What follows belongs to an exercise in optimizing a design on an open flow for small area; a production flow would make more cautious choices. Only simulation tests tie the RTL to the original design; equivalence was not proved.

## flow/design.v (module list and top-level ports; edited modules follow where they fit)
// module fma_fa: 4 lines
// module fma_bpp: 3 lines
// module fma_pipeline: 1700 lines
module fma_pipeline #(
    parameter FP = 32,
    parameter FPexp = 8,
    parameter FPfrac = 23
    )(
    input   wire                    clk,
    input   wire                    rst_n,
    input   wire                    valid_in,
    input   wire    [FP - 1 : 0]    A_in,
    input   wire    [FP - 1 : 0]    B_in,
    input   wire    [FP - 1 : 0]    C_in,
    output  wire                    valid_out,
    output  wire    [FP - 1 : 0]    F_out
    );
  // ...
==> flow/flow/run.sh <==
#!/bin/bash
# Own layout flow: the standard flow, except that
#  - the final technology mapping in synthesis uses an area-oriented ABC script
#    (area.abc) with a delay target, and
#  - the port buffers that placement inserts are sky130_fd_sc_hd__buf_1.
# Everything else (synthesis passes, register names, floorplan, power grid,
# placement, CTS, routing) is the standard flow.
set -uo pipefail
HERE=$(pwd)
FLOWDIR=$HERE/flow
ABC_D=$(cat $FLOWDIR/abc_delay_ps)
sed -e "s/{D}/$ABC_D/g" $FLOWDIR/area.abc > $HERE/area_d.abc

# synthesis script: the standard flow's, with yosys' abc command wrapped to use our script
cat > $HERE/my_synth.tcl <<EOT
proc abc {args} {
  set out {}
  set i 0
  while {\$i < [llength \$args]} {
    set a [lindex \$args \$i]
    if {\$a eq "-script"} {
      incr i
      lappend out -script $HERE/area_d.abc
    } elseif {\$a eq "-D"} {
      incr i
      lappend out -D $ABC_D
    } else {
      lappend out \$a
    }
    incr i
  }
  if {[lsearch -exact \$out -D] < 0} { lappend out -D $ABC_D }
  yosys abc {*}\$out
}
source $HERE/synth_recipe.tcl
EOT

sed -e "s#SYNTH_SCRIPT=[^ ]*#SYNTH_SCRIPT=$HERE/my_synth.tcl#" standard.sh > $HERE/my_standard.sh
bash $HERE/my_standard.sh synth > $HERE/synth.log 2>&1 || { echo "synthesis failed"; tail -20 $HERE/synth.log; exit 1; }
export BUFFER_PORTS_ARGS="-buffer_cell sky130_fd_sc_hd__buf_1"
bash standard.sh > $HERE/layout.log 2>&1 || { echo "layout failed"; tail -20 $HERE/layout.log; exit 1; }
==> flow/flow/abc_delay_ps <==
7000
==> flow/flow/area.abc <==
strash
dch
map -D {D}
topo
buffer -c
upsize -c -D {D}
dnsize -c -D {D}
==> flow/standard.sh <==
#!/bin/bash
# synth_recipe.tcl (not shown) runs the flow's synth.tcl, then flattens the netlist and writes it again
# the make line also repeats each setting of config.mk as NAME=value (left out here)
make -C /OpenROAD-flow-scripts/flow DESIGN_CONFIG=/design/flow/config.mk WORK_HOME=/design/flow/orfs CLKGATE_MAP_FILE= SYNTH_SCRIPT=/design/flow/synth_recipe.tcl "${@:-finish}"
==> flow/config.mk <==
export PLATFORM = sky130hd
export DESIGN_NAME = fma_pipeline
export DESIGN_NICKNAME = fma_pipeline
export VERILOG_FILES = /design/flow/design.v
export SDC_FILE = /design/flow/constraint.sdc
export NUM_CORES = 4
export LEC_CHECK = 0
export CAP_MARGIN = 20
export CORE_MARGIN = 2
export CORE_UTILIZATION = 40
export CTS_CLUSTER_DIAMETER = 100
export CTS_CLUSTER_SIZE = 28
export SLEW_MARGIN = 20
export SYNTH_HIERARCHICAL = 1
==> flow/constraint.sdc <==
create_clock -name core_clock -period 10.5 [get_ports {clk}]
set_input_delay 2.1000 -clock core_clock [delete_from_list [all_inputs] [get_ports {clk}]]
set_output_delay 2.1000 -clock core_clock [all_outputs]
set_load 0.01 [all_outputs]
==> metrics.md, run 1 <==
| Metric | Value |
|---|---|
| WP depth | 37 |
| Sequential share of the synthesized area | 16.00% |
| Non-CTS buffers | 245 |
| Number of vias per cell | 5.569 |
| Synth cell types | 45 |
| Post-cts resize count | 0 |
| Syn_nets | 3961 |
| Max Used Layer | met4 |
| Maxcap violations | 0 |
| # clk buffers | 11 |
| Commonest non-fill, non-tap cell in the layout | nand2_1 |
| Worst-case hold slack | 319.0 ps |
| Synth area leader | fa_1 |
| CP bufs+invs | 10 |
| Clock root buffer | clkbuf_16 |
| Met2 Use GR | 40.80% |
| Hold Path Sink | o5[5] |
| Multi-Input Combinational | 2728 |
| # DRC | 0 |
| Postcts setup bufs | 0 |
| YS warnings | 7 |
| FF/Latch Area | 4344 um2 |
| Outcome | timing/DRC/antenna clean |
==> run 2: changes to the inputs <==
--- a/flow/config.mk
+++ b/flow/config.mk
@@ -7,8 +7,9 @@
 export LEC_CHECK = 0
 export CAP_MARGIN = 20
 export CORE_MARGIN = 2
-export CORE_UTILIZATION = 40
+export CORE_UTILIZATION = 60
 export CTS_CLUSTER_DIAMETER = 100
 export CTS_CLUSTER_SIZE = 28
+export PLACE_DENSITY = 0.72
 export SLEW_MARGIN = 20
 export SYNTH_HIERARCHICAL = 1
==> metrics.md, run 2 <==
| Metric | Value |
|---|---|
| Clock root buffer | clkbuf_16 |
| Via count | 26170 |
| Synth cell types | 45 (unchanged) |
| Core area | 44410 um2 |
| Setup ws final | 634.2 ps |
| Clock slew at reported path FFs | 110 ps |
| Top post-synthesis cells by area | fa_1 (20%), dfxtp_1 (16%), xor2_1 (13%) |
| Clock tree sinks | 217 |
| Adder-cell area share of the yosys netlist | 27.36% |
| YS warnings | 7 (unchanged) |
| Mean area per synthesized cell | 7.918 um2 |
| TritonCTS clock tree | done |
| GP Congestion | 1.013 |
| Most frequent cells in the layout | nand2_1 (467), xor2_1 (415), inv_1 (357) |
| Post-synth EDFFs | 0 |
| Diode count | 0 |
| Crit path largest cell delay | 700 ps |
| Max_slew headroom | 15.07% |
| Fin. Hold Viols | 0 |
| Worst Setup End Kind | flip-flop |
| Outcome | timing/DRC/antenna clean |
| Final ANT Viol Nets | 0 |
| Compound-Gate Fraction of Synth Area | 21.59% |
| Filler instances | 3947 |
| Worst Path Arrival | 10260 ps |
| Slew Viols, Final | 0 |
| Top Registers | acc_f (47), p1 (47) |
| IO Count | 132 |
| Inserted Clock Buffers | 11 |
| Final period utilization | 93.96% |
| Total congestion overflow | 0 |
| Area grow syn2layout | 7.620% |
| Wirelength per Cell | 22.13 um |
| Clock latency (worst-skew pair) | 490 ps |
| Layout Cells excl Fill | 4157 |
| Fin Setup TNS | 0 ps |
| Simple-Gate Fraction of Synth Area | 12.75% |
| Die span in x | 216.7 um |
| Initial Util | 61.12% |
| Setup crit start kind | input pin |
| Sequential share of the synthesized area | 16.00% (unchanged) |
| Post-synthesis mux area share | 1.254% |
| Maxcap violations | 0 (unchanged) |
| Cell mode on critical path | fa_1 |
| Critical-path maximum fanout | 39 |
| CTS Buffer Depth | 3 |
| Worst-margin pin slew | 1274 ps |
| Pre-CTS setup slack | 218.8 ps |
| Number of buffers added on ports | 131 |
| Synth top area share | 19.62% |
| Xor and xnor area share after synthesis | 14.36% |
| Most frequent cell after synthesis | nand2_1 |
| Rows | 77 |
| # DRC | 0 (unchanged) |
| Setup CP Type | input pin to flip-flop |
| Fmax | 101.4 MHz |
| DP HPWL | 69.98 mm |
| Drt first pass iters | 7 |
| Commonest non-fill, non-tap cell in the layout | nand2_1 |
| Skew final | 19.48 ps |
| Initial antenna violation count | 0 |
| Final setup fails | 0 |
| Post-Route Utilization | 65.77% |
| Most frequent cells after synthesis | nand2_1 (469), xor2_1 (416), inv_1 (359) |
| Syn_nets | 3961 (unchanged) |
| Gr usage total | 38.86% |
| Vias in the first global route | 26320 |
| Number of synthesized register bits | 217 |
| Drt total wl | 91.98 mm |
| Period minus WS final | 9866 ps |
| Async S/R FF share, synth | 0% |
| Worst hold path type | flip-flop to flip-flop |
| Cell count after synthesis | 3428 |
| Number of vias per cell | 6.295 (+13%) |
| Share of cells above drive strength 1 | 4.544% |
| Net count, final | 4099 |
| Hold-fix buffers, CTS | 0 |
| Largest family of logic cells by synthesized area | adder cells |
| Die H | 216.7 um |
| First-pass GRT wire length | 143.7 mm |
| Die Area | 46960 um2 |
| CP max-delay cell | ha_1 |
| H-tree level count | 1 |
| Synth area leader | fa_1 |
| Post-Syn Area | 27140 um2 |
| Placed cell count | 4142 |
| CP required | 10890 ps |
| Synth Flop Type | dfxtp_1 |
| DRT iter0 DRCs | 3073 |
| Largest net degree at the start of global routing | 107 |
[run 2: per-module statistics from Yosys, one instance, submodules excluded]
module        times used  cell area (um2)  cells inside  flip-flops and latches
fma_fa               264            20.02             1                       0
fma_bpp              276            16.27             2                       0
fma_pipeline           1            17370          2612                     217
[run 2: layout make-up]
cell class                      instances  area [um2]  area share [%]
Clock buffer                           11       275.3          0.9423
Clock inverter                          1       8.758         0.02998
Sequential cell                       217        4344           14.87
Timing Repair inverter                  1       7.507         0.02570
Tap cell                              592       740.7           2.536
Inverter                              365        1380           4.724
Timing Repair Buffer                  242        1429           4.891
Multi-Input combinational cell       2728       21030           71.98
[run 2: per-layer routing]
layer	track usage (%)	share of wire, %
met1	47.80	38
met2	64.80	46
met3	6.919	9.6
met4	21.28	6.1
met5	0	0
[run 2: cell families (layout without fill, tap and decap cells)]
logic type	after synthesis	in the layout
AND/OR/NAND/NOR	859	859
adder cells (fa/ha/maj)	434	434
flip-flops	217	217
XOR/XNOR	445	445
AO/OA/AOI/OAI	956	956
multiplexers	34	34
buffers and inverters	483	620
[run 2: final timing paths]
path	start	end	slack [ps]	cells past startpoint
setup / recovery	B_in[9]	p1[39]	630	32
hold / removal	o4[9]	o5[9]	320	0
setup reg to reg	e1[0]	acc_f[43]	780	57
hold reg to reg	o4[9]	o5[9]	320	0
[run 2: timing repair]
action                     CTS  global route
setup endpoints to repair    0            49
buffers inserted             0             1
gates resized for setup      0             9
[run 2: metrics by stage]
| stage | instance area [um2] | hold slack [ps] |
|---|---|---|
| after floorplan | 27140 | 309.6 |
| after global placement | 28860 | 309.7 |
| after detailed placement | 28860 | 312.1 |
| after CTS | 29150 | 335.0 |
| after global routing | 29210 | 335.1 |
| final | 29210 | 324.7 |
[run 2: critical path, delay by kind of cell]
kind	cells	cell delay [ps]
compound gates	3	850
xor+xnor	1	240
fa+ha+maj	8	3820
buf+inv	7	1390
mux	1	290
simple gates	12	1530
==> run 3: changes to the inputs <==
==> flow/flow/area.abc (replaced) <==
strash
dc2
balance
rewrite
refactor
balance
rewrite
rewrite -z
balance
refactor -z
rewrite -z
balance
dc2
dch
map -D {D}
topo
buffer -c
upsize -c -D {D}
dnsize -c -D {D}
--- a/flow/config.mk
+++ b/flow/config.mk
@@ -7,9 +7,8 @@
 export LEC_CHECK = 0
 export CAP_MARGIN = 20
 export CORE_MARGIN = 2
-export CORE_UTILIZATION = 60
+export CORE_UTILIZATION = 40
 export CTS_CLUSTER_DIAMETER = 100
 export CTS_CLUSTER_SIZE = 28
-export PLACE_DENSITY = 0.72
 export SLEW_MARGIN = 20
 export SYNTH_HIERARCHICAL = 1
==> metrics.md, run 3 <==
| Metric | Value |
|---|---|
| Number of buffers added on ports | 131 (unchanged) |
| # DRC | 0 (unchanged) |
| Initial Util | 40.36% (-21 points) |
| Crit path largest cell delay | 340 ps (-360 ps) |
| Period minus WS final | 12500 ps (+2633 ps) |
| Top Registers | acc_f (47), p1 (47) |
| Worst Setup End Kind | flip-flop |
| Worst Path Arrival | 12910 ps (+2650 ps) |
| Worst-margin pin slew | 1025 ps (-248.7 ps) |
| Die H | 261.3 um (+21%) |
| Post-Route Utilization | 56.19% (-9.6 points) |
| Share of cells above drive strength 1 | 29.13% (+25 points) |
| First-pass GRT wire length | 144.7 mm (+0.63%) |
| Clock slew at reported path FFs | 110 ps (about the same) |
| Cell count after synthesis | 3243 (-5.4%) |
| Via count | 27040 (+3.3%) |
| Core area | 65630 um2 (+48%) |
| Syn_nets | 3776 (-4.7%) |
| Total congestion overflow | 0 (unchanged) |
| CP bufs+invs | 61 (+54) |
| Diode count | 0 (unchanged) |
| Max_slew headroom | 31.65% (+17 points) |
| Critical-path maximum fanout | 7 (-82%) |
| Largest net degree at the start of global routing | 57 (-47%) |
| Cell family with most CP delay | buffers and inverters |
| Wirelength per Cell | 19.73 um (-11%) |
| Vias in the first global route | 25490 (-3.1%) |
| Clock root buffer | clkbuf_16 |
| Synth area leader | fa_1 |
| Most frequent cells after synthesis | nand2_1 (453), xor2_1 (411), a22oi_1 (302) |
| Net count, final | 4658 (+14%) |
| Final setup fails | 115 (+115) |
| H-tree level count | 1 (unchanged) |
| Most frequent cells in the layout | buf_4 (750), nand2_1 (417), xor2_1 (398) |
| GP Congestion | 0.9656 (-4.6%) |
| YS warnings | 7 (unchanged) |
| IO Count | 132 (unchanged) |
| Cell mode on critical path | buf_4 |
| Skew final | 19.72 ps (+0.2393 ps) |
| Synth Flop Type | dfxtp_1 |
| Number of vias per cell | 5.420 (-14%) |
| Gr usage total | 26.94% (-12 points) |
| DP HPWL | 72.21 mm (+3.2%) |
| Clock tree sinks | 217 (unchanged) |
| Final ANT Viol Nets | 0 (unchanged) |
| CTS Buffer Depth | 3 (unchanged) |
| Hold-fix buffers, CTS | 0 (unchanged) |
| Rows | 94 (+22%) |
| Maxcap violations | 0 (unchanged) |
| Fin Setup TNS | -125010 ps (-125010 ps) |
| Clock latency (worst-skew pair) | 520 ps (+30 ps) |
| Placement Cell Area | 32980 um2 (+14%) |
| Final period utilization | 119.0% (+25 points) |
| Final Cell Area | 36880 um2 (+26%) |
| Slew Viols, Final | 0 (unchanged) |
| Fmax | 80.01 MHz (-21%) |
| Synth cell types | 55 (+22%) |
| Setup CP Type | flip-flop to flip-flop |
| Inserted Clock Buffers | 12 (+1) |
| Worst hold path type | flip-flop to flip-flop |
| Outcome | finished with violations |
| Setup crit start kind | flip-flop |
| Area grow syn2layout | 39.24% |
| Async S/R FF share, synth | 0% (unchanged) |
| Number of synthesized register bits | 217 (unchanged) |
| SO Faults | setup timing |
| Mean area per synthesized cell | 8.167 um2 (+3.1%) |
| Post-Syn Area | 26490 um2 (-2.4%) |
| CP max-delay cell | ha_1 |
| Drt total wl | 98.46 mm (+7.0%) |
| TritonCTS clock tree | done |
| Initial antenna violation count | 1 (+1) |
| Top post-synthesis cells by area | fa_1 (20%), dfxtp_1 (16%), xor2_1 (14%) |
| Setup ws final | -1999 ps (-2633 ps) |
| CP required | 10910 ps (+20 ps) |
| Placed cell count | 4762 (+15%) |
| Commonest non-fill, non-tap cell in the layout | buf_4 |
| DRT iter0 DRCs | 2426 (-21%) |
| Post-synth EDFFs | 0 (unchanged) |
| Layout Cells excl Fill | 4990 (+20%) |
| Synth top area share | 20.10% (+0.49 points) |
| Die Area | 68290 um2 (+45%) |
| Sequential share of the synthesized area | 16.40% (+0.40 points) |
| Fin. Hold Viols | 0 (unchanged) |
| Most frequent cell after synthesis | nand2_1 |
| Drt first pass iters | 7 (unchanged) |
| RSZ-0062 raised after global routing | true |
| Die span in x | 261.3 um (+21%) |
-- run 3: path summary, 6_finish.rpt --
check | endpoint | cells past startpoint | startpoint | slack [ps]
hold reg to reg | o4[28] | 0 | o3[28] | 330
hold / removal | o4[28] | 0 | o3[28] | 330
setup reg to reg | acc_f[6] | 97 | e1[0] | -2000
setup / recovery | acc_f[6] | 97 | e1[0] | -2000
-- run 3: final cells by class --
| type | count | area [um2] |
|---|---|---|
| repair inverters | 1 | 11.26 |
| well taps | 864 | 1081 |
| clock buffers | 12 | 300.3 |
| flip-flops and latches | 217 | 4347 |
| repair buffers | 972 | 7695 |
| inverters | 307 | 1199 |
| multi-input cells | 2614 | 22190 |
| clock inverters | 3 | 56.30 |
| fillers | 6002 | 28750 |
-- run 3: per-layer routing --
metal | up-vias | GRT usage [%] | part of all wire, %
met5 | - | 0 | 0.013
met1 | 13000 | 36.23 | 42
met3 | 186 | 3.542 | 6.9
li1 | 12790 | - | -
met2 | 1065 | 45.36 | 48
met4 | 2 | 7.513 | 3.5
-- run 3: cell families after synthesis --
group           synth area share [%]
flops                          16.40
xor+xnor                       14.71
buf+inv                        6.150
compound gates                 21.80
fa+ha+maj                      28.04
simple gates                   12.25
mux                           0.6424
-- run 3: timing repair --
item | CTS | global route
buffers inserted | 122 | 77
gates resized for setup | 94 | 341
setup endpoints to repair | 115 | 115
cloned | 4 | 19
pin swaps | 17 | 113
-- run 3: per-stage QoR --
step / setup WS [ps] / hold WS (ps)
after global routing: -2525 / 339.5
after CTS: -1262 / 335.3
after floorplan: -1021 / 309.6
after global placement: -1352 / 309.7
final: -1999 / 331.1
after detailed placement: -1512 / 312.1
-- run 3: modules after synthesis (local to each module, per instance) --
module	copies in the design	flops+latches	area [um2]	cells inside
fma_pipeline	1	217	16710	2427
fma_fa	264	0	20.02	1
fma_bpp	276	0	16.27	2

static timing again, ports no longer ideal:
How much do the figures lean on ideal ports? The routed layouts below were timed once more, with nothing changed but the port constraints. Step 1, drivers: a clkbuf_16 drives clk and a buf_2 each remaining input, both assumed. Step 2 adds t to the input delays and takes it off the output delays; t is the mean of the earliest and latest rising clock arrival at the registers after step 1. Input paths then give back, and output paths get back, about the clock's delay inside the block. a / b / c = ideal / step 1 / step 2; a / b = the first two.
| run | shift t [ns] | slack for setup (ns) | hold WS [ns] | clock arrival spread, ns |
|---|---|---|---|---|
| run 1 | 0.539 | 0.824 / 0.849 / 0.310 | 0.319 / 0.319 / 0.319 | 0.022 / 0.022 |
| run 2 | 0.528 | 0.634 / 0.650 / 0.122 | 0.325 / 0.325 / 0.325 | 0.020 / 0.020 |
| run 3 | 0.559 | -1.999 / -1.999 / -1.999 | 0.331 / 0.331 / 0.331 | 0.020 / 0.020 |
For run 1, which loses most, drivers alone change the setup slack by +0.025 ns; drivers and shift together by -0.514 ns.
